This design comes from an exercise in tuning for small area on the open sky130 flow, not from production work. Function was checked by simulation only, so behaviour that the tests miss may differ from the original. Power is estimated from default activity; no workload was simulated.

File: design/flow/flow/run.sh
#!/bin/bash
# Own layout flow:
# 2. an area synthesis of the same RTL (Yosys generic synthesis without fsm/share,
#    flattened; ABC area mapping with a few scripts), its flip-flops renamed to the
#    standard netlist's names; the smallest result that Yosys proves equivalent to
#    the standard netlist (flip-flops paired by name) replaces it;
# 3. the standard layout (floorplan .. finish), with buf_1 port buffers.
set -euo pipefail
W=$PWD
F=$W/flow
R=$W/orfs/results/$FLOW_PLATFORM/text/base
YOSYS=${YOSYS_EXE:-$FLOW_HOME/../tools/install/yosys/bin/yosys}
[ -x "$YOSYS" ] || YOSYS=yosys
LIB=$FLOW_HOME/platforms/$FLOW_PLATFORM/lib/sky130_fd_sc_hd__tt_025C_1v80.lib
TO=""; command -v timeout > /dev/null && TO="timeout 900"

# 1. standard synthesis
bash standard.sh synth > $W/1_synth.log 2>&1
cp $R/1_2_yosys.v $W/1_2_yosys.std.v

# 2. area synthesis
best=""; best_area=""
for s in $F/remap*.script; do
  n=$(basename $s .script)
  mkdir -p $W/$n
  if REMAP_LIB=$LIB REMAP_OUT=$W/$n REMAP_DESIGN=$FLOW_DESIGN REMAP_ABC=$s FLOW_TOP=$FLOW_TOP \
       $TO $YOSYS -c $F/resynth.tcl > $W/2_$n.log 2>&1 &&
     python3 $F/rename_ffs.py $W/1_2_yosys.std.v $W/$n/1_2_yosys.raw.v $W/$n/1_2_yosys.remap.v >> $W/2_$n.log 2>&1 &&
     $TO bash $F/eqcheck.sh $YOSYS $LIB $W/1_2_yosys.std.v $W/$n/1_2_yosys.remap.v $FLOW_TOP > $W/3_eqcheck_$n.log 2>&1; then
    a=$(awk '/Chip area for (top )?module/ {print $NF}' $W/$n/remap_stat.txt | tail -1)
    echo "$n $a" >> $W/3_remap_areas.log
    if [ -z "$best" ] || awk -v a="$a" -v b="$best_area" 'BEGIN {exit !(a < b)}'; then
      best=$n; best_area=$a
    fi
  else
    echo "$n failed" >> $W/3_remap_areas.log
  fi
done
if [ -n "$best" ]; then
  cp $W/$best/1_2_yosys.remap.v $R/1_2_yosys.v
  rm -f $R/1_synth.odb $R/1_synth.sdc
  echo "using $best ($best_area)" >> $W/3_remap_areas.log
else
  echo "standard netlist kept" >> $W/3_remap_areas.log
fi

# 3. standard layout
bash standard.sh "BUFFER_PORTS_ARGS=-buffer_cell sky130_fd_sc_hd__buf_1" "CTS_ARGS=-sink_clustering_enable -sink_clustering_size 30 -sink_clustering_max_diameter 1000 -buf_list sky130_fd_sc_hd__clkbuf_4 -root_buf sky130_fd_sc_hd__clkbuf_4 -dont_use_dummy_load -repair_clock_nets" finish > $W/4_layout.log 2>&1
File: design/flow/flow/eqcheck.sh
#!/bin/bash
# eqcheck.sh YOSYS LIB gold.v gate.v TOP : equivalence of two netlists, registers matched by name
Y=$1; LIB=$2; T=$5
D=$(mktemp -d)
sed "s/^module $T(/module gold(/; s/^module $T (/module gold (/" $3 > $D/gold.v
sed "s/^module $T(/module gate(/; s/^module $T (/module gate (/" $4 > $D/gate.v
$Y -p "read_liberty -ignore_miss_func $LIB; read_verilog $D/gold.v; read_verilog $D/gate.v; setattr -mod -set keep 1 gold gate; flatten gold gate; proc; opt_clean; async2sync; equiv_make gold gate equiv; hierarchy -top equiv; equiv_simple -seq 2; equiv_induct; equiv_status -assert"
r=$?; rm -rf $D; exit $r
File: design/flow/flow/remap1.script
strash
dch
amap
File: design/flow/flow/remap10.script
strash
dch -f
amap -m
strash
dch -f
amap -m
strash
dch -f
amap -m
File: design/flow/flow/remap2.script
strash
dch -f
amap
File: design/flow/flow/remap3.script
strash
&get -n
&dch -f
&nf -R 1000 -p
&put
File: design/flow/flow/remap4.script
strash
dch -f
amap
strash
dch -f
amap
File: design/flow/flow/remap5.script
strash
dch
amap
strash
dch
amap
File: design/flow/flow/remap6.script
strash
dch -f
amap
strash
dch -f
amap
strash
dch -f
amap
File: design/flow/flow/remap7.script
strash
dch
amap
strash
dch
amap
strash
dch
amap
File: design/flow/flow/remap8.script
strash
dch -f
amap
strash
dch
amap
File: design/flow/flow/remap9.script
strash
dch -f
amap -m
File: design/flow/flow/rename_ffs.py
#!/usr/bin/env python3
"""rename_ffs.py STD.v RAW.v OUT.v: give each flip-flop instance of RAW.v the
instance name of the standard netlist's flip-flop that drives the same Q net,
and rename RAW.v's other auto-named (_N_) instances and nets apart from the
standard netlist's. Fails unless both have the same flip-flops (count, Q nets
and cell types)."""
import re, sys
std, raw, out = sys.argv[1:4]
pat = re.compile(r'^\s*(sky130_fd_sc_hd__df\w+)\s+(\S+)\s*\((.*?)\);', re.S | re.M)
def ffs(txt):
    d = {}
    for m in pat.finditer(txt):
        q = re.search(r'\.Q\(\s*(.*?)\s*\)', m.group(3), re.S).group(1).strip()
        d[q] = (m.group(1), m.group(2))
    return d
s_txt, r_txt = open(std).read(), open(raw).read()
s_ff, r_ff = ffs(s_txt), ffs(r_txt)
if set(s_ff) != set(r_ff):
    sys.exit('flip-flop Q nets differ: %s' % sorted(set(s_ff) ^ set(r_ff)))
for q in s_ff:
    if s_ff[q][0] != r_ff[q][0]:
        sys.exit('cell type differs for %s: %s vs %s' % (q, s_ff[q][0], r_ff[q][0]))
# auto-named objects _N_ -> _rN_ so no internal name is shared with STD.v
r_txt = re.sub(r'(?<![\w$\\])_(\d+)_(?![\w$])', r'_r\1_', r_txt)
def ren(m):
    q = re.search(r'\.Q\(\s*(.*?)\s*\)', m.group(3), re.S).group(1).strip()
    q = re.sub(r'(?<![\w$\\])_(\d+)_(?![\w$])', r'_r\1_', q)
    return m.group(0)
# rename the flip-flop instances
def ren2(m):
    body = m.group(3)
    q = re.search(r'\.Q\(\s*(.*?)\s*\)', body, re.S).group(1).strip()
    key = re.sub(r'_r(\d+)_', r'_\1_', q)
    name = s_ff[key][1]
    return '%s %s (%s);' % (m.group(1), name + (' ' if name.startswith('\\') else ''), body)
r_txt = pat.sub(lambda m: '  ' + ren2(m), r_txt)
open(out, 'w').write(r_txt)
File: design/flow/flow/resynth.tcl
# Area synthesis of the design's RTL (design.v): Yosys's generic synthesis
# without its fsm and share passes, flattened, flip-flops mapped with
# dfflibmap, combinational logic mapped by ABC with an area script.
# rename_ffs.py then gives each flip-flop the name of the standard
# synthesis's flip-flop on the same net.
yosys -import
set lib $::env(REMAP_LIB)
set out $::env(REMAP_OUT)
set dont_use {-dont_use sky130_fd_sc_hd__probe_p_8 -dont_use sky130_fd_sc_hd__probec_p_8 -dont_use *lpflow*}
read_verilog -sv $::env(REMAP_DESIGN)
hierarchy -check -top $::env(FLOW_TOP)
synth -top $::env(FLOW_TOP) -flatten -nofsm -noshare -noabc
opt -purge
dfflibmap -liberty $lib {*}$dont_use
opt
setundef -zero
abc -script $::env(REMAP_ABC) -liberty $lib {*}$dont_use
opt_clean -purge
hilomap -hicell sky130_fd_sc_hd__conb_1 HI -locell sky130_fd_sc_hd__conb_1 LO

splitnets
opt_clean -purge
tee -o $out/remap_stat.txt stat -liberty $lib
write_verilog -noattr -nohex -nodec $out/1_2_yosys.raw.v
File: design/flow/standard.sh
#!/bin/bash
# synth_recipe.tcl (not shown) runs the flow's synth.tcl, then flattens the netlist and writes it again
# the make line also repeats each setting of config.mk as NAME=value (left out here)
make -C /OpenROAD-flow-scripts/flow DESIGN_CONFIG=/design/flow/config.mk WORK_HOME=/design/flow/orfs CLKGATE_MAP_FILE= SYNTH_SCRIPT=/design/flow/synth_recipe.tcl "${@:-finish}"
File: design/flow/config.mk
export PLATFORM = sky130hd
export DESIGN_NAME = text
export DESIGN_NICKNAME = text
export VERILOG_FILES = /design/flow/design.v
export SDC_FILE = /design/flow/constraint.sdc
export NUM_CORES = 4
export LEC_CHECK = 0
export CAP_MARGIN = 20
export CORE_MARGIN = 2
export CORE_UTILIZATION = 25
export CTS_BUF_LIST = sky130_fd_sc_hd__clkbuf_4
export GPL_TIMING_DRIVEN = 0
export SLEW_MARGIN = 20
export SYNTH_MEMORY_MAX_BITS = 16384
File: design/flow/constraint.sdc
create_clock -name core_clock -period 10.0 [get_ports {clk}]
set_input_delay 2.0000 -clock core_clock [delete_from_list [all_inputs] [get_ports {clk}]]
set_output_delay 2.0000 -clock core_clock [all_outputs]
set_load 0.01 [all_outputs]
File: design/flow/design.v
module combA (
   input  wire [9:0] pixel_x,
   input  wire [9:0] pixel_y,
   output wire [1:0] sel_o,
   output wire [6:0] info_o
);
  wire new_n30, new_n31, new_n32, new_n33, new_n34, new_n35, new_n36,
    new_n37, new_n38, new_n39, new_n40, new_n41, new_n42, new_n43, new_n44,
    new_n45, new_n46, new_n47, new_n48, new_n49, new_n50, new_n53, new_n54,
    new_n55, new_n56, new_n57, new_n58, new_n59, new_n60, new_n61, new_n62,
    new_n63, new_n64, new_n65, new_n66, new_n67, new_n68, new_n69, new_n70,
    new_n72, new_n73, new_n74, new_n75, new_n76, new_n79, new_n80, new_n81,
    new_n82, new_n83, new_n84, new_n86, new_n87, new_n88, new_n89, new_n90,
    new_n91, new_n92, new_n93, new_n94, new_n95, new_n96, new_n97, new_n98,
    new_n99, new_n100, new_n101, new_n102, new_n103, new_n104, new_n105,
    new_n106, new_n107, new_n108, new_n109, new_n110, new_n111, new_n112,
    new_n113, new_n114, new_n115, new_n116, new_n117, new_n118, new_n119,
    new_n120, new_n121, new_n122, new_n123, new_n124, new_n125, new_n126,
    new_n127, new_n128, new_n129, new_n130, new_n131, new_n132, new_n133,
    new_n134, new_n135, new_n136, new_n137, new_n138, new_n139, new_n140,
    new_n141, new_n142, new_n143, new_n144, new_n145, new_n146, new_n147,
    new_n148, new_n149, new_n150, new_n151, new_n152, new_n153, new_n154,
    new_n155, new_n156, new_n157, new_n158, new_n159, new_n160, new_n161,
    new_n162, new_n163, new_n164, new_n165, new_n166, new_n167, new_n168,
    new_n169, new_n170, new_n171, new_n172, new_n173, new_n174, new_n175,
    new_n176, new_n177, new_n178, new_n179, new_n180, new_n181, new_n182,
    new_n183, new_n184, new_n185, new_n186, new_n187, new_n188, new_n189,
    new_n190, new_n191, new_n192, new_n193, new_n194, new_n195, new_n196,
    new_n197, new_n198, new_n199, new_n200, new_n201, new_n202, new_n203,
    new_n204, new_n205, new_n206, new_n207, new_n208, new_n209, new_n210,
    new_n211, new_n212, new_n213, new_n214, new_n215, new_n216, new_n217,
    new_n218, new_n219, new_n220, new_n221, new_n222, new_n223, new_n224,
    new_n225, new_n226, new_n227, new_n228, new_n229, new_n230, new_n231,
    new_n232, new_n233, new_n234, new_n235, new_n236, new_n237, new_n238,
    new_n239, new_n240, new_n241, new_n242, new_n243, new_n244, new_n245,
    new_n246, new_n247, new_n248, new_n249, new_n250, new_n251, new_n252,
    new_n253, new_n254, new_n255, new_n256, new_n257, new_n258, new_n259,
    new_n260, new_n261, new_n262, new_n263, new_n264, new_n265, new_n266,
    new_n267, new_n268, new_n269, new_n270, new_n271, new_n272, new_n273,
    new_n274, new_n275, new_n276, new_n277, new_n278, new_n279, new_n280,
    new_n281, new_n282, new_n283, new_n284, new_n285, new_n286, new_n287,
    new_n288, new_n289, new_n290, new_n291, new_n292, new_n293, new_n294,
    new_n295, new_n296, new_n297, new_n298, new_n300, new_n302, new_n303;
  assign new_n30 = pixel_x[4]  & ~pixel_x[7] ;
  assign new_n31 = pixel_x[4]  & pixel_x[5] ;
  assign new_n32 = ~pixel_x[4]  & ~pixel_x[7] ;
  assign new_n33 = ~new_n31 & ~new_n32;
  assign new_n34 = pixel_x[5]  & pixel_x[6] ;
  assign new_n35 = ~pixel_x[9]  & ~pixel_y[9] ;
  assign new_n36 = ~pixel_y[8]  & new_n35;
  assign new_n37 = ~pixel_x[8]  & ~pixel_y[5] ;
  assign new_n38 = ~pixel_y[6]  & ~pixel_y[7] ;
  assign new_n39 = new_n37 & new_n38;
  assign new_n40 = new_n36 & new_n39;
  assign new_n41 = pixel_x[1]  & pixel_x[2] ;
  assign new_n42 = pixel_x[3]  & new_n41;
  assign new_n43 = pixel_y[3]  & pixel_y[4] ;
  assign new_n44 = ~pixel_y[2]  & ~pixel_y[3] ;
  assign new_n45 = ~pixel_y[4]  & new_n44;
  assign new_n46 = ~new_n43 & ~new_n45;
  assign new_n47 = ~new_n42 & new_n46;
  assign new_n48 = new_n40 & new_n47;
  assign new_n49 = new_n34 & new_n48;
  assign new_n50 = ~new_n33 & new_n49;
  assign sel_o[0]  = ~new_n30 & new_n50;
  assign sel_o[1]  = pixel_x[4]  & new_n49;
  assign new_n53 = pixel_x[6]  & pixel_x[7] ;
  assign new_n54 = ~pixel_x[8]  & ~new_n53;
  assign new_n55 = pixel_x[8]  & new_n53;
  assign new_n56 = ~new_n54 & ~new_n55;
  assign new_n57 = ~pixel_x[6]  & pixel_x[7] ;
  assign new_n58 = pixel_x[5]  & new_n57;
  assign new_n59 = ~new_n56 & ~new_n58;
  assign new_n60 = pixel_y[6]  & pixel_y[7] ;
  assign new_n61 = new_n36 & new_n60;
  assign new_n62 = ~new_n59 & new_n61;
  assign new_n63 = pixel_x[2]  & new_n62;
  assign new_n64 = ~pixel_y[7]  & pixel_y[8] ;
  assign new_n65 = new_n35 & new_n64;
  assign new_n66 = new_n56 & new_n65;
  assign new_n67 = pixel_x[3]  & new_n66;
  assign new_n68 = pixel_x[1]  & new_n40;
  assign new_n69 = ~new_n67 & ~new_n68;
  assign new_n70 = ~new_n63 & new_n69;
  assign info_o[0]  = new_n50 & ~new_n70;
  assign new_n72 = pixel_x[3]  & new_n62;
  assign new_n73 = pixel_x[4]  & new_n66;
  assign new_n74 = pixel_x[2]  & new_n40;
  assign new_n75 = ~new_n73 & ~new_n74;
  assign new_n76 = ~new_n72 & new_n75;
  assign info_o[1]  = new_n50 & ~new_n76;
  assign info_o[2]  = pixel_x[3]  & new_n50;
  assign new_n79 = ~new_n62 & ~new_n66;
  assign new_n80 = pixel_y[1]  & new_n79;
  assign new_n81 = pixel_y[2]  & new_n62;
  assign new_n82 = pixel_y[3]  & new_n66;
  assign new_n83 = ~new_n81 & ~new_n82;
  assign new_n84 = ~new_n80 & new_n83;
  assign info_o[3]  = new_n50 & ~new_n84;
  assign new_n86 = pixel_y[3]  & new_n62;
  assign new_n87 = pixel_y[4]  & new_n66;
  assign new_n88 = pixel_y[2]  & new_n40;
  assign new_n89 = ~new_n87 & ~new_n88;
  assign new_n90 = ~new_n86 & new_n89;
  assign new_n91 = new_n50 & ~new_n90;
  assign new_n92 = ~pixel_x[5]  & ~pixel_x[6] ;
  assign new_n93 = new_n32 & new_n92;
  assign new_n94 = new_n48 & new_n93;
  assign new_n95 = ~pixel_x[6]  & new_n66;
  assign new_n96 = ~pixel_x[5]  & pixel_x[6] ;
  assign new_n97 = new_n61 & new_n96;
  assign new_n98 = ~new_n95 & ~new_n97;
  assign new_n99 = ~pixel_x[7]  & ~new_n98;
  assign new_n100 = ~new_n94 & ~new_n99;
  assign new_n101 = ~pixel_y[6]  & new_n66;
  assign new_n102 = pixel_y[4]  & ~pixel_y[6] ;
  assign new_n103 = ~pixel_y[5]  & ~new_n102;
  assign new_n104 = ~new_n66 & new_n103;
  assign new_n105 = ~new_n101 & ~new_n104;
  assign new_n106 = ~new_n84 & ~new_n105;
  assign new_n107 = ~new_n84 & new_n90;
  assign new_n108 = new_n90 & new_n105;
  assign new_n109 = ~new_n90 & ~new_n105;
  assign new_n110 = ~new_n108 & ~new_n109;
  assign new_n111 = new_n84 & new_n110;
  assign new_n112 = ~new_n107 & ~new_n111;
  assign new_n113 = ~new_n106 & new_n112;
  assign new_n114 = pixel_y[5]  & ~new_n62;
  assign new_n115 = pixel_y[4]  & new_n62;
  assign new_n116 = pixel_y[3]  & new_n40;
  assign new_n117 = ~new_n115 & ~new_n116;
  assign new_n118 = ~new_n114 & new_n117;
  assign new_n119 = ~new_n90 & new_n118;
  assign new_n120 = new_n113 & new_n119;
  assign new_n121 = ~new_n100 & new_n120;
  assign new_n122 = ~pixel_x[8]  & pixel_y[8] ;
  assign new_n123 = ~pixel_x[4]  & ~new_n61;
  assign new_n124 = ~pixel_x[8]  & new_n58;
  assign new_n125 = new_n123 & new_n124;
  assign new_n126 = ~new_n122 & ~new_n125;
  assign new_n127 = new_n84 & new_n126;
  assign new_n128 = ~new_n90 & ~new_n118;
  assign new_n129 = ~new_n34 & new_n48;
  assign new_n130 = new_n31 & new_n129;
  assign new_n131 = ~new_n97 & ~new_n130;
  assign new_n132 = pixel_x[7]  & ~new_n131;
  assign new_n133 = ~new_n84 & ~new_n132;
  assign new_n134 = new_n128 & ~new_n133;
  assign new_n135 = new_n61 & new_n92;
  assign new_n136 = ~new_n32 & ~new_n92;
  assign new_n137 = ~new_n30 & new_n92;
  assign new_n138 = ~new_n136 & ~new_n137;
  assign new_n139 = new_n129 & new_n138;
  assign new_n140 = ~new_n135 & ~new_n139;
  assign new_n141 = new_n110 & ~new_n140;
  assign new_n142 = ~new_n134 & ~new_n141;
  assign new_n143 = ~new_n127 & ~new_n142;
  assign new_n144 = ~new_n121 & ~new_n143;
  assign new_n145 = ~new_n105 & ~new_n128;
  assign new_n146 = ~new_n140 & ~new_n145;
  assign new_n147 = new_n84 & ~new_n90;
  assign new_n148 = ~pixel_x[5]  & ~new_n147;
  assign new_n149 = new_n146 & ~new_n148;
  assign new_n150 = ~new_n99 & ~new_n149;
  assign new_n151 = new_n144 & ~new_n150;
  assign new_n152 = ~new_n84 & ~new_n118;
  assign new_n153 = new_n94 & ~new_n152;
  assign new_n154 = ~new_n113 & new_n153;
  assign new_n155 = ~pixel_x[8]  & new_n61;
  assign new_n156 = new_n34 & new_n155;
  assign new_n157 = ~pixel_y[5]  & ~new_n128;
  assign new_n158 = new_n156 & ~new_n157;
  assign new_n159 = pixel_x[6]  & ~pixel_x[7] ;
  assign new_n160 = new_n123 & new_n159;
  assign new_n161 = ~new_n135 & ~new_n160;
  assign new_n162 = new_n128 & ~new_n161;
  assign new_n163 = new_n66 & new_n159;
  assign new_n164 = ~new_n162 & ~new_n163;
  assign new_n165 = ~new_n158 & new_n164;
  assign new_n166 = ~new_n154 & new_n165;
  assign new_n167 = ~new_n151 & new_n166;
  assign new_n168 = ~new_n66 & ~new_n155;
  assign new_n169 = new_n57 & ~new_n168;
  assign new_n170 = ~new_n94 & ~new_n169;
  assign new_n171 = new_n108 & ~new_n170;
  assign new_n172 = ~new_n90 & new_n113;
  assign new_n173 = ~pixel_x[6]  & ~pixel_x[8] ;
  assign new_n174 = new_n30 & new_n173;
  assign new_n175 = pixel_x[7]  & pixel_x[8] ;
  assign new_n176 = new_n61 & new_n175;
  assign new_n177 = ~new_n174 & ~new_n176;
  assign new_n178 = pixel_x[5]  & ~new_n177;
  assign new_n179 = new_n128 & new_n178;
  assign new_n180 = ~new_n90 & new_n169;
  assign new_n181 = pixel_x[6]  & new_n101;
  assign new_n182 = ~new_n180 & ~new_n181;
  assign new_n183 = ~new_n128 & ~new_n182;
  assign new_n184 = ~new_n125 & ~new_n183;
  assign new_n185 = ~new_n179 & new_n184;
  assign new_n186 = ~new_n172 & ~new_n185;
  assign new_n187 = pixel_x[8]  & new_n34;
  assign new_n188 = new_n90 & new_n118;
  assign new_n189 = ~new_n107 & ~new_n128;
  assign new_n190 = ~new_n188 & new_n189;
  assign new_n191 = new_n187 & ~new_n190;
  assign new_n192 = ~new_n84 & ~new_n90;
  assign new_n193 = new_n105 & new_n192;
  assign new_n194 = ~new_n179 & ~new_n193;
  assign new_n195 = ~new_n133 & ~new_n194;
  assign new_n196 = ~new_n191 & ~new_n195;
  assign new_n197 = ~new_n186 & new_n196;
  assign new_n198 = ~new_n171 & new_n197;
  assign new_n199 = new_n167 & new_n198;
  assign new_n200 = ~new_n107 & new_n169;
  assign new_n201 = ~new_n147 & new_n200;
  assign new_n202 = new_n199 & ~new_n201;
  assign new_n203 = new_n70 & ~new_n202;
  assign new_n204 = ~new_n76 & ~new_n203;
  assign new_n205 = ~new_n94 & ~new_n156;
  assign new_n206 = ~new_n118 & ~new_n205;
  assign new_n207 = new_n147 & new_n206;
  assign new_n208 = new_n169 & new_n193;
  assign new_n209 = ~new_n207 & ~new_n208;
  assign new_n210 = ~new_n132 & ~new_n163;
  assign new_n211 = new_n90 & ~new_n118;
  assign new_n212 = ~new_n210 & new_n211;
  assign new_n213 = ~new_n162 & ~new_n212;
  assign new_n214 = ~new_n84 & ~new_n213;
  assign new_n215 = new_n209 & ~new_n214;
  assign new_n216 = ~pixel_y[3]  & pixel_y[5] ;
  assign new_n217 = new_n163 & new_n216;
  assign new_n218 = ~new_n158 & ~new_n217;
  assign new_n219 = ~new_n193 & ~new_n218;
  assign new_n220 = pixel_x[6]  & new_n33;
  assign new_n221 = new_n48 & new_n220;
  assign new_n222 = ~new_n112 & new_n221;
  assign new_n223 = new_n90 & new_n178;
  assign new_n224 = ~new_n180 & ~new_n223;
  assign new_n225 = new_n152 & ~new_n224;
  assign new_n226 = new_n53 & new_n129;
  assign new_n227 = pixel_y[3]  & new_n187;
  assign new_n228 = new_n105 & new_n227;
  assign new_n229 = ~new_n226 & ~new_n228;
  assign new_n230 = ~new_n225 & new_n229;
  assign new_n231 = ~new_n222 & new_n230;
  assign new_n232 = ~new_n219 & new_n231;
  assign new_n233 = new_n215 & new_n232;
  assign new_n234 = ~new_n70 & ~new_n233;
  assign new_n235 = new_n185 & new_n233;
  assign new_n236 = ~new_n234 & ~new_n235;
  assign new_n237 = new_n199 & new_n236;
  assign new_n238 = new_n70 & new_n215;
  assign new_n239 = ~new_n199 & ~new_n238;
  assign new_n240 = ~new_n105 & new_n169;
  assign new_n241 = new_n62 & new_n228;
  assign new_n242 = ~new_n240 & ~new_n241;
  assign new_n243 = new_n84 & new_n118;
  assign new_n244 = ~new_n242 & new_n243;
  assign new_n245 = new_n144 & ~new_n244;
  assign new_n246 = ~new_n106 & ~new_n132;
  assign new_n247 = ~new_n105 & ~new_n156;
  assign new_n248 = ~new_n178 & new_n247;
  assign new_n249 = ~new_n192 & ~new_n248;
  assign new_n250 = ~new_n246 & new_n249;
  assign new_n251 = new_n76 & ~new_n250;
  assign new_n252 = ~new_n84 & ~new_n170;
  assign new_n253 = new_n210 & ~new_n252;
  assign new_n254 = new_n128 & ~new_n253;
  assign new_n255 = new_n193 & new_n226;
  assign new_n256 = ~new_n254 & ~new_n255;
  assign new_n257 = new_n251 & new_n256;
  assign new_n258 = new_n245 & new_n257;
  assign new_n259 = ~new_n239 & new_n258;
  assign new_n260 = ~new_n237 & new_n259;
  assign new_n261 = ~new_n204 & ~new_n260;
  assign new_n262 = pixel_x[3]  & new_n79;
  assign new_n263 = pixel_x[4]  & new_n62;
  assign new_n264 = pixel_x[5]  & new_n66;
  assign new_n265 = ~new_n263 & ~new_n264;
  assign new_n266 = ~new_n262 & new_n265;
  assign new_n267 = ~new_n261 & ~new_n266;
  assign new_n268 = new_n105 & new_n178;
  assign new_n269 = new_n126 & ~new_n268;
  assign new_n270 = ~new_n146 & ~new_n169;
  assign new_n271 = ~new_n119 & ~new_n270;
  assign new_n272 = new_n251 & ~new_n271;
  assign new_n273 = new_n167 & new_n272;
  assign new_n274 = new_n226 & ~new_n273;
  assign new_n275 = new_n269 & ~new_n274;
  assign new_n276 = new_n120 & ~new_n275;
  assign new_n277 = ~new_n76 & ~new_n195;
  assign new_n278 = new_n245 & new_n277;
  assign new_n279 = ~new_n234 & new_n278;
  assign new_n280 = new_n107 & new_n206;
  assign new_n281 = new_n269 & ~new_n280;
  assign new_n282 = ~new_n214 & new_n281;
  assign new_n283 = new_n144 & new_n282;
  assign new_n284 = new_n197 & new_n283;
  assign new_n285 = ~new_n70 & ~new_n284;
  assign new_n286 = new_n273 & ~new_n285;
  assign new_n287 = ~new_n279 & ~new_n286;
  assign new_n288 = new_n209 & new_n284;
  assign new_n289 = new_n70 & new_n278;
  assign new_n290 = ~new_n288 & new_n289;
  assign new_n291 = new_n266 & ~new_n290;
  assign new_n292 = ~new_n287 & new_n291;
  assign new_n293 = new_n105 & ~new_n118;
  assign new_n294 = ~new_n105 & new_n188;
  assign new_n295 = ~new_n293 & ~new_n294;
  assign new_n296 = ~new_n292 & new_n295;
  assign new_n297 = ~new_n276 & ~new_n296;
  assign new_n298 = ~new_n267 & ~new_n297;
  assign info_o[4]  = new_n91 | new_n298;
  assign new_n300 = pixel_y[3]  & new_n50;
  assign info_o[5]  = ~new_n79 | new_n300;
  assign new_n302 = new_n50 & ~new_n105;
  assign new_n303 = ~new_n40 & ~new_n62;
  assign info_o[6]  = ~new_n302 & ~new_n303;
endmodule
module combB (
   input  wire [1:0] a_sel,
   input  wire [6:0] a_info,
   input  wire [3:0] dig0,
   input  wire [3:0] dig1,
   input  wire [1:0] ball_num,
   output wire [1:0] b_area,
   output wire b_dot
);
  wire new_n23, new_n26, new_n27, new_n28, new_n29, new_n30, new_n31,
    new_n32, new_n33, new_n34, new_n35, new_n36, new_n37, new_n38, new_n39,
    new_n40, new_n41, new_n42, new_n43, new_n44, new_n45, new_n46, new_n47,
    new_n48, new_n49, new_n50, new_n51, new_n52, new_n53, new_n54, new_n55,
    new_n56, new_n57, new_n58, new_n59, new_n60, new_n61, new_n62, new_n63,
    new_n64, new_n65, new_n66, new_n67, new_n68, new_n69, new_n70, new_n71,
    new_n72, new_n73, new_n74, new_n75, new_n76, new_n77, new_n78, new_n79,
    new_n80, new_n81, new_n82, new_n83, new_n84, new_n85, new_n86, new_n87,
    new_n88, new_n89, new_n90, new_n91, new_n92, new_n93, new_n94, new_n95,
    new_n96, new_n97, new_n98, new_n99, new_n100, new_n101, new_n102,
    new_n103, new_n104, new_n105, new_n106, new_n107, new_n108, new_n109,
    new_n110, new_n111, new_n112, new_n113, new_n114, new_n115, new_n116,
    new_n117, new_n118, new_n119, new_n120, new_n121, new_n122, new_n123,
    new_n124, new_n125, new_n126, new_n127, new_n128, new_n129, new_n130,
    new_n131, new_n132, new_n133, new_n134, new_n135, new_n136, new_n137,
    new_n138, new_n139, new_n140, new_n141, new_n142, new_n143, new_n144,
    new_n145, new_n146, new_n147, new_n148, new_n149, new_n150, new_n151,
    new_n152, new_n153, new_n154, new_n155, new_n156, new_n157, new_n158,
    new_n159, new_n160, new_n161, new_n162, new_n163, new_n164, new_n165,
    new_n166, new_n167, new_n168, new_n169, new_n170, new_n171, new_n172,
    new_n173, new_n174, new_n175, new_n176, new_n177, new_n178, new_n179,
    new_n180, new_n181, new_n182, new_n183, new_n184, new_n185, new_n186,
    new_n187, new_n188, new_n189, new_n190, new_n191, new_n192, new_n193,
    new_n194, new_n195, new_n196, new_n197, new_n198, new_n199, new_n200,
    new_n201, new_n202, new_n203, new_n204, new_n205, new_n206, new_n207,
    new_n208, new_n209, new_n210, new_n211, new_n212, new_n213, new_n214,
    new_n215, new_n216, new_n217, new_n218, new_n219, new_n220, new_n221;
  assign new_n23 = ~a_sel[0]  & ~a_sel[1] ;
  assign b_area[0]  = a_info[5]  & new_n23;
  assign b_area[1]  = a_info[6]  | ~new_n23;
  assign new_n26 = ~a_sel[0]  & ~dig0[0] ;
  assign new_n27 = a_sel[0]  & ~ball_num[0] ;
  assign new_n28 = ~new_n26 & ~new_n27;
  assign new_n29 = a_sel[1]  & ~new_n28;
  assign new_n30 = ~a_sel[1]  & ~dig1[0] ;
  assign new_n31 = ~new_n29 & ~new_n30;
  assign new_n32 = a_info[5]  & ~a_info[6] ;
  assign new_n33 = a_info[4]  & new_n32;
  assign new_n34 = ~a_info[6]  & ~new_n33;
  assign new_n35 = new_n31 & ~new_n34;
  assign new_n36 = ~a_sel[0]  & ~dig0[1] ;
  assign new_n37 = a_sel[0]  & ~ball_num[1] ;
  assign new_n38 = ~new_n36 & ~new_n37;
  assign new_n39 = a_sel[1]  & ~new_n38;
  assign new_n40 = ~a_sel[1]  & ~dig1[1] ;
  assign new_n41 = ~new_n39 & ~new_n40;
  assign new_n42 = ~a_sel[1]  & dig1[2] ;
  assign new_n43 = ~a_sel[0]  & dig0[2] ;
  assign new_n44 = ~new_n42 & ~new_n43;
  assign new_n45 = a_info[4]  & a_info[6] ;
  assign new_n46 = a_info[3]  & new_n45;
  assign new_n47 = new_n44 & ~new_n46;
  assign new_n48 = ~a_info[3]  & ~a_info[6] ;
  assign new_n49 = ~a_info[3]  & ~a_info[4] ;
  assign new_n50 = a_info[5]  & new_n49;
  assign new_n51 = new_n48 & ~new_n50;
  assign new_n52 = new_n47 & ~new_n51;
  assign new_n53 = ~new_n41 & new_n52;
  assign new_n54 = ~new_n31 & ~new_n41;
  assign new_n55 = ~a_info[5]  & ~a_info[6] ;
  assign new_n56 = a_info[3]  & ~new_n55;
  assign new_n57 = ~a_info[4]  & new_n56;
  assign new_n58 = new_n34 & ~new_n51;
  assign new_n59 = ~new_n57 & new_n58;
  assign new_n60 = ~new_n45 & ~new_n59;
  assign new_n61 = new_n54 & ~new_n60;
  assign new_n62 = ~new_n31 & new_n41;
  assign new_n63 = a_info[6]  & ~new_n49;
  assign new_n64 = ~new_n34 & ~new_n63;
  assign new_n65 = new_n62 & new_n64;
  assign new_n66 = new_n31 & new_n41;
  assign new_n67 = new_n34 & new_n66;
  assign new_n68 = ~new_n65 & ~new_n67;
  assign new_n69 = ~new_n61 & new_n68;
  assign new_n70 = ~new_n44 & ~new_n69;
  assign new_n71 = ~new_n55 & new_n66;
  assign new_n72 = ~a_info[3]  & ~new_n71;
  assign new_n73 = new_n70 & new_n72;
  assign new_n74 = a_info[4]  & new_n71;
  assign new_n75 = ~new_n35 & new_n57;
  assign new_n76 = new_n35 & new_n49;
  assign new_n77 = ~new_n44 & ~new_n76;
  assign new_n78 = ~new_n75 & new_n77;
  assign new_n79 = ~new_n74 & new_n78;
  assign new_n80 = ~new_n73 & new_n79;
  assign new_n81 = new_n41 & new_n44;
  assign new_n82 = ~new_n46 & ~new_n55;
  assign new_n83 = ~new_n64 & new_n82;
  assign new_n84 = new_n81 & ~new_n83;
  assign new_n85 = ~new_n80 & ~new_n84;
  assign new_n86 = a_info[0]  & ~new_n70;
  assign new_n87 = ~new_n33 & new_n62;
  assign new_n88 = ~new_n45 & ~new_n55;
  assign new_n89 = new_n54 & new_n88;
  assign new_n90 = ~new_n87 & ~new_n89;
  assign new_n91 = a_info[3]  & ~new_n90;
  assign new_n92 = ~new_n41 & ~new_n91;
  assign new_n93 = ~new_n78 & ~new_n92;
  assign new_n94 = ~new_n67 & new_n78;
  assign new_n95 = ~new_n91 & new_n94;
  assign new_n96 = ~new_n93 & ~new_n95;
  assign new_n97 = ~new_n86 & ~new_n96;
  assign new_n98 = new_n85 & ~new_n97;
  assign new_n99 = new_n31 & new_n45;
  assign new_n100 = a_info[3]  & new_n99;
  assign new_n101 = new_n44 & new_n100;
  assign new_n102 = ~new_n98 & ~new_n101;
  assign new_n103 = ~new_n53 & ~new_n102;
  assign new_n104 = new_n41 & ~new_n51;
  assign new_n105 = ~new_n89 & ~new_n104;
  assign new_n106 = new_n44 & new_n105;
  assign new_n107 = new_n31 & ~new_n41;
  assign new_n108 = ~new_n59 & new_n107;
  assign new_n109 = new_n106 & ~new_n108;
  assign new_n110 = ~new_n32 & new_n54;
  assign new_n111 = ~new_n47 & ~new_n110;
  assign new_n112 = ~new_n65 & ~new_n111;
  assign new_n113 = ~new_n109 & new_n112;
  assign new_n114 = new_n65 & new_n109;
  assign new_n115 = ~a_info[0]  & ~new_n114;
  assign new_n116 = ~new_n113 & new_n115;
  assign new_n117 = a_info[3]  & ~new_n116;
  assign new_n118 = ~new_n90 & ~new_n117;
  assign new_n119 = new_n80 & ~new_n105;
  assign new_n120 = new_n118 & new_n119;
  assign new_n121 = ~new_n103 & ~new_n120;
  assign new_n122 = new_n35 & new_n121;
  assign new_n123 = ~a_info[0]  & ~new_n121;
  assign new_n124 = ~a_sel[1]  & dig1[3] ;
  assign new_n125 = ~a_sel[0]  & dig0[3] ;
  assign new_n126 = ~new_n124 & ~new_n125;
  assign new_n127 = ~new_n53 & ~new_n96;
  assign new_n128 = ~new_n126 & ~new_n127;
  assign new_n129 = ~new_n123 & new_n128;
  assign new_n130 = ~new_n122 & new_n129;
  assign new_n131 = new_n32 & new_n41;
  assign new_n132 = new_n34 & ~new_n131;
  assign new_n133 = new_n118 & new_n132;
  assign new_n134 = ~a_info[0]  & new_n46;
  assign new_n135 = ~new_n81 & new_n134;
  assign new_n136 = ~new_n71 & ~new_n135;
  assign new_n137 = new_n111 & new_n136;
  assign new_n138 = ~new_n133 & new_n137;
  assign new_n139 = new_n44 & ~new_n131;
  assign new_n140 = ~new_n116 & new_n139;
  assign new_n141 = ~new_n138 & ~new_n140;
  assign new_n142 = new_n85 & ~new_n100;
  assign new_n143 = ~new_n31 & ~new_n33;
  assign new_n144 = ~new_n66 & ~new_n143;
  assign new_n145 = new_n52 & ~new_n144;
  assign new_n146 = ~new_n50 & ~new_n145;
  assign new_n147 = new_n106 & new_n146;
  assign new_n148 = new_n142 & new_n147;
  assign new_n149 = new_n126 & ~new_n148;
  assign new_n150 = ~new_n45 & ~new_n48;
  assign new_n151 = new_n35 & new_n150;
  assign new_n152 = new_n149 & ~new_n151;
  assign new_n153 = ~new_n141 & new_n152;
  assign new_n154 = ~a_info[1]  & ~new_n153;
  assign new_n155 = ~new_n130 & new_n154;
  assign new_n156 = a_info[3]  & new_n98;
  assign new_n157 = ~a_info[6]  & ~new_n156;
  assign new_n158 = new_n66 & ~new_n157;
  assign new_n159 = ~new_n46 & ~new_n51;
  assign new_n160 = ~new_n54 & ~new_n159;
  assign new_n161 = ~new_n71 & new_n160;
  assign new_n162 = ~new_n44 & ~new_n161;
  assign new_n163 = a_info[3]  & new_n54;
  assign new_n164 = ~new_n98 & new_n163;
  assign new_n165 = new_n162 & ~new_n164;
  assign new_n166 = ~new_n133 & new_n165;
  assign new_n167 = ~new_n158 & new_n166;
  assign new_n168 = a_info[0]  & ~new_n145;
  assign new_n169 = ~new_n116 & ~new_n168;
  assign new_n170 = new_n126 & ~new_n169;
  assign new_n171 = ~new_n167 & new_n170;
  assign new_n172 = ~new_n121 & ~new_n126;
  assign new_n173 = a_info[1]  & ~new_n172;
  assign new_n174 = ~new_n171 & new_n173;
  assign new_n175 = ~a_info[2]  & ~new_n174;
  assign new_n176 = ~new_n155 & new_n175;
  assign new_n177 = ~new_n34 & ~new_n44;
  assign new_n178 = new_n34 & new_n44;
  assign new_n179 = ~new_n177 & ~new_n178;
  assign new_n180 = ~new_n45 & new_n179;
  assign new_n181 = ~new_n66 & ~new_n180;
  assign new_n182 = new_n91 & new_n131;
  assign new_n183 = new_n47 & ~new_n105;
  assign new_n184 = ~new_n182 & new_n183;
  assign new_n185 = new_n33 & new_n66;
  assign new_n186 = ~new_n54 & ~new_n185;
  assign new_n187 = new_n162 & new_n186;
  assign new_n188 = new_n126 & ~new_n187;
  assign new_n189 = ~new_n184 & new_n188;
  assign new_n190 = a_info[4]  & new_n56;
  assign new_n191 = new_n189 & ~new_n190;
  assign new_n192 = ~new_n44 & ~new_n191;
  assign new_n193 = ~new_n62 & ~new_n192;
  assign new_n194 = ~new_n181 & ~new_n193;
  assign new_n195 = new_n31 & new_n53;
  assign new_n196 = new_n149 & ~new_n195;
  assign new_n197 = ~new_n194 & new_n196;
  assign new_n198 = new_n128 & new_n142;
  assign new_n199 = ~a_info[0]  & ~a_info[1] ;
  assign new_n200 = ~new_n70 & ~new_n199;
  assign new_n201 = ~new_n198 & new_n200;
  assign new_n202 = ~new_n197 & new_n201;
  assign new_n203 = new_n53 & ~new_n99;
  assign new_n204 = ~new_n126 & ~new_n203;
  assign new_n205 = new_n85 & new_n204;
  assign new_n206 = ~new_n189 & ~new_n205;
  assign new_n207 = ~new_n161 & ~new_n192;
  assign new_n208 = ~new_n206 & new_n207;
  assign new_n209 = new_n70 & new_n205;
  assign new_n210 = new_n161 & ~new_n179;
  assign new_n211 = ~a_info[0]  & ~new_n210;
  assign new_n212 = ~new_n209 & new_n211;
  assign new_n213 = ~new_n208 & new_n212;
  assign new_n214 = a_info[1]  & ~new_n213;
  assign new_n215 = new_n199 & new_n206;
  assign new_n216 = a_info[2]  & ~new_n215;
  assign new_n217 = ~new_n214 & new_n216;
  assign new_n218 = ~new_n202 & new_n217;
  assign new_n219 = ~new_n23 & ~new_n218;
  assign new_n220 = ~new_n176 & new_n219;
  assign new_n221 = ~a_info[4]  & new_n23;
  assign b_dot = ~new_n220 & ~new_n221;
endmodule
module text (
   input  wire        clk,
   input  wire        rst,
   input  wire [9:0]  pixel_x,
   input  wire [9:0]  pixel_y,
   input  wire [3:0]  dig0,
   input  wire [3:0]  dig1,
   input  wire [1:0]  ball_num,
   output wire [2:0]  text_strings_on,
   output reg         text_bit_on,
   output wire [2:0]  text_color
);
   wire [1:0] sel;
   wire [6:0] info;
   combA u_a (.pixel_x(pixel_x), .pixel_y(pixel_y), .sel_o(sel), .info_o(info));
   reg [1:0] a_sel;
   reg [6:0] a_info;
   always @(posedge clk) begin
      a_sel  <= sel;
      a_info <= info;
   end
   wire [1:0] area_b;
   wire       dot_b;
   combB u_b (.a_sel(a_sel), .a_info(a_info), .dig0(dig0), .dig1(dig1), .ball_num(ball_num),
              .b_area(area_b), .b_dot(dot_b));
   reg [1:0] b_area, c_area, d_area, e_area;
   reg       b_dot, c_dot, d_dot;
   always @(posedge clk) begin
      b_area <= area_b;
      b_dot  <= dot_b;
      c_area <= b_area;
      c_dot  <= b_dot;
      d_area <= c_area;
      d_dot  <= c_dot;
      e_area <= d_area;
   end
   always @(posedge clk) begin
      if (rst)
         text_bit_on <= 1'b0;
      else
         text_bit_on <= d_dot;
   end
   assign text_strings_on = {e_area == 2'd3, e_area == 2'd2, e_area == 2'd1};
   assign text_color      = 3'b011;
endmodule
==> results.tsv, run 1 <==
metric	value	unit
hold_viol	0	
grt_pass1_vias	2509	
cts_setup_buffers	0	
endpoint_kind	flip-flop	
wl_per_cell	14.1	microns
synth_area	2010	sq um
rsz0062_at_grt	no	
drv_slew	0	
finalSetupViolCount	0	
cts-resized-gates	0	
overflow	0	
dp_hpwl	5.54	mm
via_count	2713	
htreeDepth	1	
synthToLayoutAreaGrowth	14.4	%
fin_ws	2950	ps
antenna_cells	0	
cts_buffers	3	
drv_cap	0	
syn_inst	339	
synth_nets	371	
core	7770	sq um
cts_buffer_depth	2	
finalClockSkew	27.0	ps
fmax	0.142	GHz
nFillCells	865	
status	finished clean	
antenna_found_initial	0	
grt_pass1_wl	11.0	mm
nets	412	
routed_wl	6.78	mm
yosys_warnings	1	
start_util	25.9	%
place.gp.congestion	1.03	
hp-class	flip-flop to flip-flop	
clk_latency	300	ps
startpoint_type	input pin	
p_leak	0.707	nW
peakVddDrop	0.0378	mV
setup_tns	0	ps
grtUsageTotal	15.1	%
drc	0	
dieArea	8790	sq um
path_clk_slew	120	ps
final_antenna_net_count	0	
cts_hold_buf	0	
grt_start_max_net_pins	14	
initialDrtViolationCount	278	
boundaryPins	39	
cts_root_buf	clkbuf_4	
rows	32	
viasPerCell	5.65	
place_ws	2940	ps
worst_ep_required_time	10130	ps
period_share	70.5	%
slew_headroom	21.2	%
tightest_slew	1180	ps
dieWidth	93.7	microns
cts_tree	yes	
cp_max_fo	8	
die_y	93.7	microns
final.min_clock_period	7050	ps
synth_area_per_cell	5.94	sq um
power_density	78.8	nW/um^2
critical_path_arrival	7180	ps
layout-drive-gt1-share	1.59	%
portBuffers	33	
cts_sinks	21	
path_class	input pin to flip-flop	
drt-pass1-iter-count	6	
report_power, final:
| group | switching [mW] | internal, mW |
|---|---|---|
| clock network | 0.0215 | 0.0140 |
| logic | 0.0382 | 0.0187 |
| registers | 0.00212 | 0.0869 |
| total | 0.0618 | 0.120 |
cell type report:
cell class	count	area (sq um)	area share (%)
clock buffers	3	22.5	0.978
inverters	52	195	8.48
multi-input cells	266	1400	60.7
flip-flops and latches	21	420	18.3
well taps	102	128	5.54
repair buffers	36	139	6.03
path summary, 6_finish.rpt:
check	startpoint	end	slack, ps	depth (start not counted)
setup reg to reg	a_sel[0]	b_dot	5080	19
hold reg to reg	c_area[0]	d_area[0]	340	0
setup / recovery	pixel_x[9]	a_info[4]	2950	20
hold / removal	c_area[0]	d_area[0]	340	0
flip-flops by register name, indices dropped and copies added (netlist names):
| name | count |
|---|---|
| a_info | 7 |
| a_sel | 2 |
| b_area | 2 |
| c_area | 2 |
| d_area | 2 |
| e_area | 2 |
| b_dot | 1 |
| c_dot | 1 |
| d_dot | 1 |
| text_bit_on | 1 |
routing by layer:
metal / up-vias / share of wire (%) / global-route usage, %
li1: 1306 / - / -
met1: 1187 / 39 / 18.1
met2: 186 / 47 / 26.5
met3: 34 / 9.2 / 2.41
met4: 0 / 4.0 / 6.64
met5: - / 0 / 0
cells in the final DEF, fill, tap and decap left out, types with 3 or more instances in the layout:
master    instances
nor2_1           83
clkinv_1         52
buf_1            33
nand2_1          25
o21ai_0          25
nor3_1           23
a21oi_1          23
dfxtp_1          21
o22ai_1          10
nand3_1           8
a31oi_1           7
a222oi_1          7
o21a_1            5
o31ai_1           4
a221oi_1          4
o311ai_0          4
or3_1             3
o32ai_1           3
or2_0             3
clkbuf_4          3
buf_2             3
conb_1            3
stage by stage:
step | power, mW | instance area [sq um] | hold slack, ps | instances | util, %
floorplan | 0.127 | 2010 | 310 | 339 | -
global placement | 0.147 | 2260 | 311 | 474 | 29.2
detailed placement | 0.146 | 2280 | 314 | 477 | 29.3
CTS | 0.182 | 2300 | 344 | 480 | 29.6
global route | 0.194 | 2300 | 351 | 480 | 29.6
finish | 0.181 | 2300 | 341 | 480 | 29.6
critical path, cell delays in order:
cell and delay, ps:
buf_1 60, or2_0 220, or2_0 210, nand3b_1 290
a21oi_1 590, clkinv_1 260, a222oi_1 1070, clkinv_1 380
or3_1 470, nor2_1 100, a21oi_1 80, o21ai_0 90
nor4b_1 350, o311ai_0 320, a31oi_1 240, nor2_1 60
nor2_1 80, a31oi_1 50, nor2_1 130, o22ai_1 90
==> run 2, diff against run 1 <==
--- a/design/flow/flow/run.sh
+++ b/design/flow/flow/run.sh
@@ -1,6 +1,7 @@
 #!/bin/bash
 # Own layout flow:
-# 2. an area synthesis of the same RTL (Yosys generic synthesis without fsm/share,
-#    flattened; ABC area mapping with a few scripts), its flip-flops renamed to the
+# 2. area syntheses of the same RTL (resynth*.tcl: Yosys generic synthesis without
+#    fsm/share, flattened before or after mapping, or proc/flatten/techmap only;
+#    ABC area mapping with a few scripts), its flip-flops renamed to the
 #    standard netlist's names; the smallest result that Yosys proves equivalent to
 #    the standard netlist (flip-flops paired by name) replaces it;
@@ -21,9 +22,10 @@
 # 2. area synthesis
 best=""; best_area=""
+for rs in $F/resynth*.tcl; do
 for s in $F/remap*.script; do
-  n=$(basename $s .script)
+  n=$(basename $rs .tcl)_$(basename $s .script)
   mkdir -p $W/$n
   if REMAP_LIB=$LIB REMAP_OUT=$W/$n REMAP_DESIGN=$FLOW_DESIGN REMAP_ABC=$s FLOW_TOP=$FLOW_TOP \
-       $TO $YOSYS -c $F/resynth.tcl > $W/2_$n.log 2>&1 &&
+       $TO $YOSYS -c $rs > $W/2_$n.log 2>&1 &&
      python3 $F/rename_ffs.py $W/1_2_yosys.std.v $W/$n/1_2_yosys.raw.v $W/$n/1_2_yosys.remap.v >> $W/2_$n.log 2>&1 &&
      $TO bash $F/eqcheck.sh $YOSYS $LIB $W/1_2_yosys.std.v $W/$n/1_2_yosys.remap.v $FLOW_TOP > $W/3_eqcheck_$n.log 2>&1; then
@@ -37,4 +39,5 @@
   fi
 done
+done
 if [ -n "$best" ]; then
   cp $W/$best/1_2_yosys.remap.v $R/1_2_yosys.v
==> design/flow/flow/resynth_h.tcl (new file) <==
# Area synthesis of the design's RTL (design.v): Yosys's generic synthesis
# without its fsm and share passes, flattened, flip-flops mapped with
# dfflibmap, combinational logic mapped by ABC with an area script.
# rename_ffs.py then gives each flip-flop the name of the standard
# synthesis's flip-flop on the same net.
yosys -import
set lib $::env(REMAP_LIB)
set out $::env(REMAP_OUT)
set dont_use {-dont_use sky130_fd_sc_hd__probe_p_8 -dont_use sky130_fd_sc_hd__probec_p_8 -dont_use *lpflow*}
read_verilog -sv $::env(REMAP_DESIGN)
hierarchy -check -top $::env(FLOW_TOP)
synth -top $::env(FLOW_TOP) -nofsm -noshare -noabc
opt -purge
dfflibmap -liberty $lib {*}$dont_use
opt
setundef -zero
abc -script $::env(REMAP_ABC) -liberty $lib {*}$dont_use
flatten
opt_clean -purge
hilomap -hicell sky130_fd_sc_hd__conb_1 HI -locell sky130_fd_sc_hd__conb_1 LO

splitnets
opt_clean -purge
tee -o $out/remap_stat.txt stat -liberty $lib
write_verilog -noattr -nohex -nodec $out/1_2_yosys.raw.v
==> design/flow/flow/resynth_r.tcl (new file) <==
# Area synthesis of the design's RTL (design.v), kept close to the RTL's own
# gate structure: proc, flatten and techmap only (no fsm or share passes), flip-flops mapped with
# dfflibmap, combinational logic mapped by ABC with an area script.
# rename_ffs.py then gives each flip-flop the name of the standard
# synthesis's flip-flop on the same net.
yosys -import
set lib $::env(REMAP_LIB)
set out $::env(REMAP_OUT)
set dont_use {-dont_use sky130_fd_sc_hd__probe_p_8 -dont_use sky130_fd_sc_hd__probec_p_8 -dont_use *lpflow*}
read_verilog -sv $::env(REMAP_DESIGN)
hierarchy -check -top $::env(FLOW_TOP)
yosys proc
flatten
opt_clean
techmap
opt_clean
dfflibmap -liberty $lib {*}$dont_use
opt_clean
abc -script $::env(REMAP_ABC) -liberty $lib {*}$dont_use
opt_clean -purge
hilomap -hicell sky130_fd_sc_hd__conb_1 HI -locell sky130_fd_sc_hd__conb_1 LO

splitnets
opt_clean -purge
tee -o $out/remap_stat.txt stat -liberty $lib
write_verilog -noattr -nohex -nodec $out/1_2_yosys.raw.v
==> run 2 against run 1 <==
Against the previous run: critical path depth is 3 higher; area after synthesis is 0.31% lower; design area is 0.71% higher; hold slack worse by 3.0 ps; utilization is 0.21 points higher; critical endpoint unchanged; highest routed layer unchanged.
==> results.tsv, run 2 <==
metric	value	unit
path_class	input pin to flip-flop	
rrSetupSlack	5660	ps
final_antenna_net_count	0	
dp_hpwl	5.37	mm
slew_headroom	40.6	%
tightest_slew	891	ps
largest-register	a_info	
whs_path_depth	0	
final_cell_mix	82 x nor2_1, 43 x clkinv_1, 33 x buf_1	
fmax	0.138	GHz
boundaryPins	39	
initialDrtViolationCount	249	
overflow	0	
nets	407	
finalClockSkew	18.5	ps
drv_slew	0	
r2r_cells	19	
routed_wl	6.78	mm
startpoint	pixel_x[6]	
worst_path_most_repeated_cell	nor2_1	
cts_buffers	3	
core	7770	sq um
rows	32	
antenna_cells	0	
cts_setup_buffers	0	
syn_inst	333	
cp_max_fo	10	
yosys_warnings	1	
power_density	79.3	nW/um^2
htreeDepth	1	
p_leak	0.737	nW
cts_root_buf	clkbuf_4	
wl_per_cell	14.3	microns
grtUsageTotal	15.5	%
finalSetupViolCount	0	
hp-class	flip-flop to flip-flop	
drc	0	
portBuffers	33	
place.gp.congestion	1.02	
rsz0062_at_grt	no	
crit_end	a_info[4]	
grt_pass1_vias	2480	
die_y	93.6	microns
fin_ws	2760	ps
largest_reg_flops	7	
hold_viol	0	
crit_chain	buf_1 > clkinv_1 > nor2_1 > o22ai_1 > nor4b_2 > clkinv_1 > a32oi_1 > clkinv_1 > o22ai_1 > o21ai_0 > nor2_1 > nand3_1 > nor2_1 > a21oi_1 > o21ai_0 > o311ai_0 > nor3_1 > o21ai_0 > a21oi_1 > a31oi_1 > nor2_1 > nor2_1 > o21bai_1	
final.min_clock_period	7240	ps
synthToLayoutAreaGrowth	15.5	%
cp_slowest_cell	nor4b_2	
cts_buffer_depth	2	
dieWidth	93.6	microns
synth_nets	365	
dieArea	8760	sq um
cts_sinks	21	
startpoint_type	input pin	
cts-resized-gates	0	
final_common_cell	nor2_1	
period_share	72.4	%
via_count	2737	
layout-drive-gt1-share	2.41	%
cts_tree	yes	
start_util	25.8	%
nFillCells	864	
drv_cap	0	
drt-pass1-iter-count	6	
critical_path_arrival	7420	ps
r2r_end	b_dot	
status	finished clean	
setup_tns	0	ps
max_stage_delay	790	ps
cts_hold_buf	0	
clk_latency	310	ps
r2r_start	a_sel[0]	
worst_ep_required_time	10180	ps
synth_area	2010	sq um
path_clk_slew	110	ps
endpoint_kind	flip-flop	
grt_pass1_wl	11.3	mm
place_ws	2650	ps
grt_start_max_net_pins	13	
viasPerCell	5.76	
synth_area_per_cell	6.03	sq um
antenna_found_initial	0	
peakVddDrop	0.0334	mV
run 2: layout make-up:
class / count / area (sq um) / area share, %
Multi-Input combinational cell: 269 / 1440 / 62.0
Sequential cell: 21 / 420 / 18.1
Inverter: 43 / 161 / 6.96
Timing Repair Buffer: 37 / 149 / 6.42
Tap cell: 102 / 128 / 5.50
Clock buffer: 3 / 22.5 / 0.971
run 2: worst min path at each step:
| stage | slack (ps) | endpoint | startpoint |
|---|---|---|---|
| after CTS | 340 | e_area[1] | d_area[1] |
| final | 340 | d_area[0] | c_area[0] |
| after floorplan | 310 | c_area[0] | b_area[0] |
| after global placement | 310 | d_area[1] | c_area[1] |
| after global routing | 340 | e_area[1] | d_area[1] |
| after detailed placement | 310 | e_area[1] | d_area[1] |
run 2: metrics by stage:
step                hold slack (ps)  total power [mW]  cells  utilization (%)  cell area, sq um
floorplan                       310             0.127    333                -              2010
global placement                311             0.146    468             29.1              2260
detailed placement              312             0.146    472             29.6              2300
CTS                             341             0.184    475             29.8              2320
global route                    344             0.196    475             29.8              2320
finish                          338             0.184    475             29.8              2320
run 2: power breakdown:
group | total [mW] | internal [mW] | leakage [nW] | switching [mW]
Sequential | 0.0888 | 0.0870 | 0.171 | 0.00181
Combinational | 0.0575 | 0.0190 | 0.553 | 0.0385
Clock | 0.0376 | 0.0141 | 0.0138 | 0.0235
Total | 0.184 | 0.120 | 0.737 | 0.0638
run 2: critical path, delay by kind of cell:
| family | cells | cell delay (ps) |
|---|---|---|
| buf+inv | 4 | 1240 |
| simple gates | 8 | 1970 |
| compound gates | 11 | 2200 |
run 2: layer usage:
layer | global-route usage [%] | vias to the layer above | routed length (microns)
li1 | - | 1296 | -
met1 | 19.1 | 1194 | 2710
met2 | 26.9 | 195 | 3000
met3 | 1.93 | 52 | 733
met4 | 7.00 | 0 | 332
met5 | 0 | - | 0

-- static timing again, ports no longer ideal --
In the flow no input, the clock included, has a driving cell. The finished layouts below were timed again as built, in two steps.
Step 1 sets driving cells, clkbuf_16 on the clock port and buf_2 on the other inputs (assumed; they add their load-dependent delay and slew).
Step 2, shift: input delay + t, output delay - t, t = (earliest + latest rising clock arrival at the registers) / 2. This alone moves slack from input paths to output paths.
Slacks: ideal / step 1 / step 2; pairs: ideal / step 1.
run | t (ns) | setup WS [ns] | worst hold slack (ns)
run 1 | 0.306 | 2.952 / 2.953 / 2.646 | 0.341 / 0.341 / 0.341
run 2 | 0.323 | 2.755 / 2.758 / 2.435 | 0.338 / 0.338 / 0.338
After both steps every run listed still meets setup and hold. The setup slack of run 2, which loses most, moves by +0.003 ns with the drivers and by -0.320 ns with both steps.
